Background: an optimization exercise with open tools, aiming at small area, a short achievable clock period and few clock cycles. Do not read the settings as production practice. Where RTL was checked, it was by simulation tests only, not by an equivalence proof against the original. Power is estimated from default activity; no workload was simulated.

==> flow/design.v <==
module cpu(clk, reset, read_data, datapath_out, mem_cmd, mem_addr);
  input clk, reset;
  input [15:0] read_data;
  output [15:0] datapath_out;
  output reg [1:0] mem_cmd;
  output reg [8:0] mem_addr;
  reg [15:0] R [0:7];
  reg [15:0] ir;
  reg        irv;       
  reg        inflight;  
  reg        ldwb;      
  reg [2:0]  ld_rd;
  reg        halted;
  reg [8:0]  pc;        
  wire [2:0] opcode = ir[15:13];
  wire [1:0] op     = ir[12:11];
  wire [2:0] rn     = ir[10:8];
  wire [2:0] rd     = ir[7:5];
  wire [1:0] sh     = ir[4:3];
  wire [2:0] rm     = ir[2:0];
  wire exec   = irv & ~ldwb & ~halted;
  wire is_ldr = opcode == 3'b011;
  wire is_str = opcode == 3'b100;
  wire is_hlt = opcode == 3'b111;
  wire memop  = exec & (is_ldr | is_str);
  wire [15:0] ra = R[rn];
  wire [15:0] rb = R[(ir[14] | ir[13]) ? rm : rd];
  reg [15:0] sb;
  always_comb begin
    case (sh)
      2'b00: sb = rb;
      2'b01: sb = {rb[14:0], 1'b0};
      2'b10: sb = {1'b0, rb[15:1]};
      default: sb = {rb[15], rb[15:1]};
    endcase
  end
  reg [15:0] res;
  reg        wr;
  reg [2:0]  wnum;
  always_comb begin
    res  = 16'b0;
    wr   = 1'b0;
    wnum = rd;
    if (opcode == 3'b110) begin
      if (op == 2'b10) begin
        res = {{8{ir[7]}}, ir[7:0]};
        wr = 1'b1;
        wnum = rn;
      end else if (op == 2'b00) begin
        res = sb;
        wr = 1'b1;
      end
    end else if (opcode == 3'b101) begin
      case (op)
        2'b00: begin res = ra + sb; wr = 1'b1; end
        2'b10: begin res = ra & sb; wr = 1'b1; end
        2'b11: begin res = ~sb;     wr = 1'b1; end
        default: ;
      endcase
    end
  end
  wire [8:0] addr = ra[8:0] + {{4{ir[4]}}, ir[4:0]};
  wire fetch = ~memop & ~halted & ~(pc[8] & (inflight | irv));
  assign datapath_out = rb;
  always_comb begin
    if (memop) begin
      mem_cmd  = is_str ? 2'b10 : 2'b01;
      mem_addr = addr;
    end else begin
      mem_cmd  = fetch ? 2'b01 : 2'b00;
      mem_addr = pc;
    end
  end
  wire        we    = ldwb | (exec & wr);
  wire [2:0]  waddr = ldwb ? ld_rd : wnum;
  wire [15:0] wdata = ldwb ? read_data : res;
  always_ff @(posedge clk) begin
    if (we) R[waddr] <= wdata;
  end
  always_ff @(posedge clk) begin
    if (~irv | exec) ir <= read_data;
    ld_rd <= rd;
  end
  always_ff @(posedge clk) begin
    if (reset) begin
      pc       <= 9'd0;
      irv      <= 1'b0;
      inflight <= 1'b0;
      ldwb     <= 1'b0;
      halted   <= 1'b0;
    end else begin
      if (fetch) pc <= pc + 9'd1;
      inflight <= fetch;
      if (~irv | exec) irv <= inflight;
      ldwb <= memop & is_ldr;
      if (exec & is_hlt) halted <= 1'b1;
    end
  end
endmodule
clock: 6.0 ns
lec_check: 0
cap_margin: 20
core_margin: 2
core_utilization: 40
slew_margin: 20
run.sh (not shown) runs the stock make flow with config.mk's settings and CLKGATE_MAP_FILE= SYNTH_SCRIPT=/design/flow/synth_recipe.tcl, a recipe that flattens the netlist after the stock synthesis.
Testbench counts at the start, summed over its fixed seeds: cycles 9,740.
Edit:
- ABC_CLOCK_PERIOD_IN_PS: default -> 3000
- SETUP_SLACK_MARGIN: default -> 2.0
Outcome: Worst hold slack improves by 0.012 ns; critical path depth came out lower by 2; via count came out higher by 14%; sequential power is about the same; sequential share of layout area came out lower by 7.2 points; power came out higher by 14%; first-iteration DRC count came out higher by 67%; worst setup slack improves by 1.1 ns; cell area came out higher by 21%; final cell count came out higher by 9.5%; count of clock-buffer cells in the layout does not change.

---

Another version of the RTL of cpu (not shown whole).
Size in the first run: roughly 1,700 cells after synthesis, roughly 220 flip-flops, ~13,000 µm² of cells after synthesis.
Settings: LEC_CHECK=0, ABC_AREA=1, CAP_MARGIN=20, CORE_MARGIN=2, CORE_UTILIZATION=40, CTS_CLUSTER_DIAMETER=150, CTS_CLUSTER_SIZE=22, SETUP_SLACK_MARGIN=2.7, SLEW_MARGIN=20; clock period 6.0 ns.
The starting point produced a clean layout.
Edit:
SETUP_SLACK_MARGIN = 2.5   (was 2.7)
Result:
- register-to-register slack gets worse by 20 ps
- clock power drops slightly
- worst hold slack improved by 5.7 ps
- sequential share of layout area increases by 0.69 points
- setup slack gets worse by 3.2 ps
- first-iteration DRC count rises slightly
- clock-buffer cell count does not change
- design area fell slightly
- wire length fell slightly
- die area stays the same
- core utilization drops by 0.77 points
Function was not checked in any run of this note: the RTL went through the layout flow alone.

---

north:
Another version of the RTL of cpu (not shown whole).
For scale: ~230 flip-flops, ~45 I/O pins.
==> flow/config.mk <==
export PLATFORM = sky130hd
export DESIGN_NAME = cpu
export DESIGN_NICKNAME = cpu
export VERILOG_FILES = /design/flow/design.v
export SDC_FILE = /design/flow/constraint.sdc
export NUM_CORES = 4
export LEC_CHECK = 0
export CAP_MARGIN = 20
export CORE_MARGIN = 2
export CORE_UTILIZATION = 60
export CTS_CLUSTER_DIAMETER = 150
export CTS_CLUSTER_SIZE = 22
export SETUP_SLACK_MARGIN = 2.5
export SLEW_MARGIN = 20
==> flow/constraint.sdc <==
create_clock -name core_clock -period 6.0 [get_ports {clk}]
set_input_delay 1.2000 -clock core_clock [delete_from_list [all_inputs] [get_ports {clk}]]
set_output_delay 1.2000 -clock core_clock [all_outputs]
set_load 0.01 [all_outputs]
north was carried through to the last stage, and its layout satisfied the timing, design-rule and antenna checks.
Testbench counts of north, summed over its fixed seeds: cycles 9,896.
For south, these inputs were changed with respect to north:
Settings: putting TNS_END_PERCENT at 10 where nothing was set; swapping 60 for 40 in CORE_UTILIZATION.
--- outcome ---
Per the comparison of south with north, number of non-filler instances in the completed layout climbed about 10%, number of cells on the critical path barely changed, total wire length after detailed routing climbed 5.2%.
Synthesis-to-layout area growth delta for south relative to north: 0.37 points higher
Compared with north, south shows a lower sequential share of layout area.
Comparing north and south, the higher wire length of the first global-routing pass was measured on south.
south ends up with a total routing resource utilization after global routing that is 10 points lower than in north.
north reached the end of the flow, and the finished layout is clean on the timing, design-rule and antenna checks.
south: flow completed, timing, DRC and antenna clean
Looking at power, south sits about 0.4% above north.
Between north and south, the flow reports routed via count divided by cell count decreasing by a little under 10%.
On share of the clock period used by the worst path, north tracks south almost exactly.
The following lists how east was set up differently from south:
Settings: CTS_CLUSTER_SIZE no longer set, was 22; CTS_CLUSTER_DIAMETER no longer set, was 150; SETUP_SLACK_MARGIN now 2.2, was 2.5; TNS_END_PERCENT no longer set, was 10.
--- outcome ---
- Clock-net power (south / east): 0.63
- For south, the critical path startpoint was ir[14]$_DFFE_PN_, unlike east, where it was ir[3]$_DFFE_PN_.
- Relative to south, maximum net fanout on the critical path increased by 1 in east.
- Looking at timing endpoint of the critical path, the R[2][6]$_DFFE_PP_ result is from east; the mem_addr[7] one comes from south.
- east: final-layout worst hold slack lower than south

---

run 1:
cpu, a different RTL version from the one above (not shown whole).
For scale: ~250 flip-flops, ~45 I/O pins, about 14000 µm² of cells after synthesis.
Settings: LEC_CHECK=0, ABC_AREA=1, CAP_MARGIN=20, CORE_MARGIN=2, CORE_UTILIZATION=50, CTS_CLUSTER_DIAMETER=150, CTS_CLUSTER_SIZE=22, PLACE_DENSITY=0.7, SETUP_SLACK_MARGIN=3.0, SLEW_MARGIN=20; clock period 6.0 ns.
Setup changes, run 1 to run 2
Settings: SLEW_MARGIN now 5, was 20; PLACE_DENSITY no longer set, was 0.7; CAP_MARGIN now 5, was 20; CORE_UTILIZATION now 40, was 50.
==> comparison <==
- Run 1 completed; timing, DRC and antenna clean
- Run 2 was carried through to the last stage, and its layout satisfied the timing, design-rule and antenna checks.
- Comparing run 1 and run 2, the higher post-route met1 wirelength was measured on run 2.
- In the flow results for run 1 and run 2, the wire length of the first global-routing pass is larger on run 2.
- Estimated wirelength of the detail-placed design: run 2 vs run 1 up about 5.6%
- Run 2 — weighted congestion at the end of routability-driven global placement 0.013 lower, run 1 as reference
- Synthesis-to-finish area growth (higher): run 2
- Of run 1 and run 2, the lower share of post-route cells with drive strength above 1 belongs to run 1.
- Placed instance count: run 2 higher than run 1
Input changes introduced in run 3 (baseline for comparison: run 2):
Settings: SETUP_SLACK_MARGIN: 3.0 -> 3.1; CAP_MARGIN: 5 -> 20; SLEW_MARGIN: 5 -> 20.
Notes after the runs:
Comparing run 2 and run 3, final area is lower on run 2.
Run 3 against run 2: fraction of area in clock buffers and inverters roughly the same, wire length increased by about 1% relative to the old numbers, part of the power in the clock network now sits lower.
| non-clock buffer area fraction after layout | run 3 vs run 2 | ≈ equal |
The total routing usage reported by global routing on run 3 is in line with that on run 2.
The time the worst path needs with I/O delays and setup of run 3 falls short of that of run 2 by 0.14 ns.
Across both runs, detailed-routing wirelength on met1 was higher for run 3 than for run 2.
Count of inverters other than clock inverters in the layout: run 3 higher than run 2
Function was not checked in any run of this note: the RTL went through the layout flow alone.

---

Setup of v6:
cpu again, from the RTL that the note above started with.
==> flow/config.mk <==
export PLATFORM = sky130hd
export DESIGN_NAME = cpu
export DESIGN_NICKNAME = cpu
export VERILOG_FILES = /design/flow/design.v
export SDC_FILE = /design/flow/constraint.sdc
export NUM_CORES = 4
export LEC_CHECK = 0
export ABC_AREA = 1
export CAP_MARGIN = 20
export CORE_MARGIN = 2
export CORE_UTILIZATION = 40
export CTS_CLUSTER_DIAMETER = 150
export CTS_CLUSTER_SIZE = 22
export SETUP_SLACK_MARGIN = 3.0
export SLEW_MARGIN = 20
==> flow/constraint.sdc <==
create_clock -name core_clock -period 6.0 [get_ports {clk}]
set_input_delay 1.2000 -clock core_clock [delete_from_list [all_inputs] [get_ports {clk}]]
set_output_delay 1.2000 -clock core_clock [all_outputs]
set_load 0.01 [all_outputs]
v6: flow completed, timing, DRC and antenna clean
--- input diff v6..v7 ---
- changing SETUP_SLACK_MARGIN from 3.0 to 3.3
### Flow results
Cmp v6 and v7 / met1 track utilization from global routing / lower: v6
Per the comparison of v7 with v6, worst setup slack higher, buffer count excluding the clock tree in the final layout climbed 68.
v7 ended with more fraction of area in multi-input gates than v6.
No stage failed in v7, and the final checks on the layout all came back clean.
From v6 to v7 the numbers moved as follows: die area held steady; power consumption went up about 10%; placed instance area flat.
On synthesized area, v6 tracks v7 almost exactly.
Higher cell count was reported by v7, not v6.
Diff v6..v7 | number of sequential cells in the layout | unchanged
No functional check of the RTL was part of any run of this note.

---

Setup of zinc:
Another version of the RTL of cpu (not shown whole).
Size: about 1800 cells after synthesis, roughly 45 I/O pins.
clock: 6.0 ns
lec_check: 0
abc_area: 1
cap_margin: 20
core_margin: 2
core_utilization: 40
cts_cluster_diameter: 150
cts_cluster_size: 22
setup_slack_margin: 3.2
slew_margin: 20
Testbench counts of zinc, summed over its fixed seeds: cycles 9,929.
diff inputs: zinc => amber
- swapping 3.2 for 3.0 in SETUP_SLACK_MARGIN
### Flow results
- Worst path required time: zinc vs amber — no meaningful difference
- Going from zinc to amber, clock network area share rose by 0.16 points; non-clock buffer share of cell area fell by 1.8 points; total wire length after detailed routing fell by 3.2%; final instance area fell by 0.0011 mm².

---

cpu, a different RTL version from the one above (not shown whole).
Size: about 1,600 cells after synthesis, about 260 flip-flops, ~45 I/O pins.
export LEC_CHECK = 0
export ABC_AREA = 1
export CAP_MARGIN = 20
export CORE_MARGIN = 2
export CORE_UTILIZATION = 40
export CTS_CLUSTER_DIAMETER = 150
export CTS_CLUSTER_SIZE = 22
export SETUP_SLACK_MARGIN = 3.1
export SLEW_MARGIN = 20
create_clock -name core_clock -period 6.0 [get_ports {clk}]
The baseline completed without violations.
Testbench counts at the start, summed over its fixed seeds: cycles 9,929.
==> next run, changes <==
--- a/flow/config.mk
+++ b/flow/config.mk
@@ -12,4 +12,4 @@
 export CTS_CLUSTER_DIAMETER = 150
 export CTS_CLUSTER_SIZE = 22
-export SETUP_SLACK_MARGIN = 3.1
+export SETUP_SLACK_MARGIN = 3.3
 export SLEW_MARGIN = 20
=>
- non-clock buffer count rose by 52
- utilization rose by 3.3 points
- wire length rose by a few percent
- clock-buffer cell count is unchanged
==> next run, changes <==
--- a/flow/config.mk
+++ b/flow/config.mk
@@ -12,4 +12,4 @@
 export CTS_CLUSTER_DIAMETER = 150
 export CTS_CLUSTER_SIZE = 22
-export SETUP_SLACK_MARGIN = 3.3
+export SETUP_SLACK_MARGIN = 3.0
 export SLEW_MARGIN = 20
Effect: Final area decreases by about 8%; setup slack loses 0.26 ns; count of clock-buffer cells in the layout fell by 4; clock power falls by about 4%; combinational power decreases by about 25%; cell count shrinks by about 3%; wire length drops by 5.9%; non-clock buffer count came out lower by 58.

---

Setup of onyx:
Another version of the RTL of cpu (not shown whole).
Size in the first run: about 240 flip-flops, ~45 I/O pins, roughly 14000 sq um of cells after synthesis.
// cpu
module cpu(clk, reset, read_data, datapath_out, mem_cmd, mem_addr);
clock: 6.0 ns
lec_check: 0
abc_area: 1
cap_margin: 20
core_margin: 2
core_utilization: 40
cts_cluster_diameter: 150
cts_cluster_size: 22
setup_slack_margin: 2.9
slew_margin: 20
The inputs of indigo differ from those of onyx as listed below.
# onyx
export LEC_CHECK = 0
export ABC_AREA = 1
export CAP_MARGIN = 20
export CORE_MARGIN = 2
export CORE_UTILIZATION = 40
export CTS_CLUSTER_DIAMETER = 150
export CTS_CLUSTER_SIZE = 22
export SETUP_SLACK_MARGIN = 2.9
export SLEW_MARGIN = 20
create_clock -name core_clock -period 6.0 [get_ports {clk}]
# indigo
export LEC_CHECK = 0
export ABC_AREA = 1
export CAP_MARGIN = 20
export CORE_MARGIN = 2
export CORE_UTILIZATION = 40
export CTS_CLUSTER_DIAMETER = 150
export CTS_CLUSTER_SIZE = 22
export SETUP_SLACK_MARGIN = 3.2
export SLEW_MARGIN = 20
create_clock -name core_clock -period 6.0 [get_ports {clk}]
## What came out
- onyx -> indigo: met1 wire length flat
- Diff onyx -> indigo: number of cells on the critical path higher; worst hold slack roughly the same.
- Compared with onyx, in indigo share of power burned in combinational logic rose by 5.9 points, met3 wire length has increased.
No functional check of the RTL was part of any run of this note.

---

## willow
RTL: one of the versions met above, not the one the previous note started from.
Size: roughly 1,100 cells after synthesis, about 230 flip-flops, about 45 I/O pins, about 0.013 mm2 of cells after synthesis.
Design cpu, start of the top module:
module cpu(clk, reset, read_data, datapath_out, mem_cmd, mem_addr);
==> flow/config.mk <==
export PLATFORM = sky130hd
export DESIGN_NAME = cpu
export DESIGN_NICKNAME = cpu
export VERILOG_FILES = /design/flow/design.v
export SDC_FILE = /design/flow/constraint.sdc
export NUM_CORES = 4
export LEC_CHECK = 0
export CAP_MARGIN = 20
export CORE_MARGIN = 2
export CORE_UTILIZATION = 40
export SETUP_SLACK_MARGIN = 3.0
export SLEW_MARGIN = 20
==> flow/constraint.sdc <==
create_clock -name core_clock -period 6.0 [get_ports {clk}]
set_input_delay 1.2000 -clock core_clock [delete_from_list [all_inputs] [get_ports {clk}]]
set_output_delay 1.2000 -clock core_clock [all_outputs]
set_load 0.01 [all_outputs]
Testbench counts of willow, summed over its fixed seeds: cycles 9,896.
Here is what was changed in the inputs of fjord compared with willow.
- CTS_CLUSTER_SIZE: unset -> 40
- CTS_BUF_LIST: unset -> sky130_fd_sc_hd__clkbuf_8
- SETUP_SLACK_MARGIN: 3.0 -> 2.5
### Flow results
Fraction of area in registers was lower in the run labelled willow. For combined flip-flop and latch cell area, fjord and willow come out practically identical. fjord ends up with a relative contribution of combinational cells to total power that is 2.0 points lower than in willow.
Inputs modified between fjord and maple:
- CTS_CLUSTER_SIZE no longer set, was 40
- CTS_BUF_LIST no longer set, was sky130_fd_sc_hd__clkbuf_8
==> comparison <==
- The maximum clock frequency number comes out higher for maple vs fjord.
- The hold slack of maple is higher than that of fjord.
- maple ends up with a non-clock buffer count that is 12 lower than in fjord.
- Going from fjord to maple, the post-route fraction of the period consumed by the critical path was found to have gone down by 1.2 points.
- maple against fjord: utilization went down by 0.21 points; sum of internal, switching and leakage power went up by about 5.3%; all-layer global routing usage went down by 0.20 points; number of setup buffers added after CTS went down by 5.0%; setup slack of the critical path after layout went up by 0.071 ns.
- Compared with fjord, maple ends up with a smaller final cell area.
Setup changes, maple to raven
- CTS_CLUSTER_SIZE now 22, previously not set
- ABC_AREA now 1, previously not set
- CTS_CLUSTER_DIAMETER now 150, previously not set
## What came out
| sequential share of cell area | raven vs maple | 0.31 points higher |. raven: wire length higher than maple. raven gives less clock network power share than maple did. For raven, the most common cell after layout, fill and taps aside was sky130_fd_sc_hd__nand2_1, unlike maple, where it was sky130_fd_sc_hd__edfxtp_1. raven vs. maple: cell area went down by 0.66%. Total power: raven below maple. Met1 routing resource usage after global routing (lower): maple.

## re-timing with driven ports
Ports are ideal in the flow. The routed layouts listed here were re-timed in OpenROAD. Step 1 assumes that a clkbuf_16 drives the clock port and a buf_2 every other input. Step 2 times the ports against the registers' clock, not the clock port: input delays grow and output delays shrink by t, the midpoint of the rising clock arrivals with the driver on. Slacks: ideal / step 1 / step 2; pairs: ideal / step 1.
| run | shift t [ns] | setup slack, ns | hold slack, ns | latest minus earliest clock arrival (ns) | worst register clock-pin slew, ns |
|---|---|---|---|---|---|
| the first run of note 1 | 0.484 | 0.322 / 0.275 / 0.580 | 0.443 / 0.443 / 0.443 | 0.011 / 0.011 | 0.07 / 0.07 |
| the second run of note 1 | 0.482 | 1.447 / 1.405 / 1.472 | 0.454 / 0.454 / 0.454 | 0.013 / 0.013 | 0.08 / 0.08 |
| the first run of note 2 | 0.541 | 2.464 / 2.412 / 2.316 | 0.424 / 0.424 / 0.424 | 0.032 / 0.032 | 0.11 / 0.11 |
| the second run of note 2 | 0.540 | 2.460 / 2.408 / 2.190 | 0.429 / 0.429 / 0.429 | 0.029 / 0.029 | 0.10 / 0.10 |
| north | 0.534 | 2.340 / 2.292 / 2.188 | 0.419 / 0.419 / 0.419 | 0.029 / 0.029 | 0.10 / 0.10 |
| south | 0.534 | 2.337 / 2.284 / 1.884 | 0.415 / 0.415 / 0.415 | 0.036 / 0.037 | 0.10 / 0.10 |
| east | 0.590 | 2.293 / 2.254 / 1.876 | 0.407 / 0.407 / 0.407 | 0.025 / 0.024 | 0.07 / 0.07 |
| run 1 | 0.536 | 3.054 / 3.054 / 2.831 | 0.430 / 0.430 / 0.430 | 0.034 / 0.034 | 0.11 / 0.11 |
| run 2 | 0.546 | 3.005 / 3.005 / 2.723 | 0.429 / 0.429 / 0.429 | 0.032 / 0.031 | 0.11 / 0.11 |
| run 3 | 0.547 | 3.140 / 3.087 / 2.930 | 0.430 / 0.430 / 0.430 | 0.029 / 0.028 | 0.11 / 0.11 |
| v6 | 0.545 | 3.084 / 3.042 / 2.851 | 0.431 / 0.431 / 0.431 | 0.031 / 0.030 | 0.11 / 0.11 |
| v7 | 0.559 | 3.130 / 3.130 / 2.990 | 0.392 / 0.392 / 0.392 | 0.039 / 0.040 | 0.11 / 0.11 |
| zinc | 0.547 | 3.052 / 3.052 / 2.831 | 0.442 / 0.442 / 0.442 | 0.024 / 0.024 | 0.10 / 0.10 |
| amber | 0.532 | 3.108 / 3.077 / 2.901 | 0.469 / 0.469 / 0.469 | 0.030 / 0.030 | 0.10 / 0.10 |
| the first run of note 7 | 0.554 | 3.147 / 3.133 / 2.760 | 0.467 / 0.467 / 0.467 | 0.035 / 0.034 | 0.10 / 0.10 |
| the second run of note 7 | 0.556 | 3.298 / 3.298 / 2.834 | 0.460 / 0.460 / 0.460 | 0.036 / 0.036 | 0.11 / 0.11 |
| the third run of note 7 | 0.552 | 3.041 / 3.040 / 2.700 | 0.463 / 0.463 / 0.463 | 0.030 / 0.030 | 0.11 / 0.11 |
| onyx | 0.542 | 2.996 / 2.996 / 2.888 | 0.405 / 0.405 / 0.405 | 0.021 / 0.021 | 0.10 / 0.10 |
| indigo | 0.536 | 3.023 / 3.023 / 2.990 | 0.405 / 0.405 / 0.405 | 0.022 / 0.022 | 0.10 / 0.10 |
| willow | 0.590 | 2.516 / 2.462 / 2.438 | 0.425 / 0.425 / 0.425 | 0.020 / 0.020 | 0.07 / 0.07 |
| fjord | 0.593 | 2.464 / 2.415 / 2.009 | 0.402 / 0.402 / 0.402 | 0.037 / 0.037 | 0.07 / 0.07 |
| maple | 0.587 | 2.536 / 2.483 / 2.036 | 0.408 / 0.408 / 0.408 | 0.021 / 0.021 | 0.06 / 0.06 |
| raven | 0.536 | 2.571 / 2.519 / 2.192 | 0.429 / 0.429 / 0.429 | 0.028 / 0.028 | 0.10 / 0.10 |
After both steps every run listed still meets setup and hold. The setup slack of maple, which loses most, moves by -0.053 ns with the drivers and by -0.500 ns with both steps.
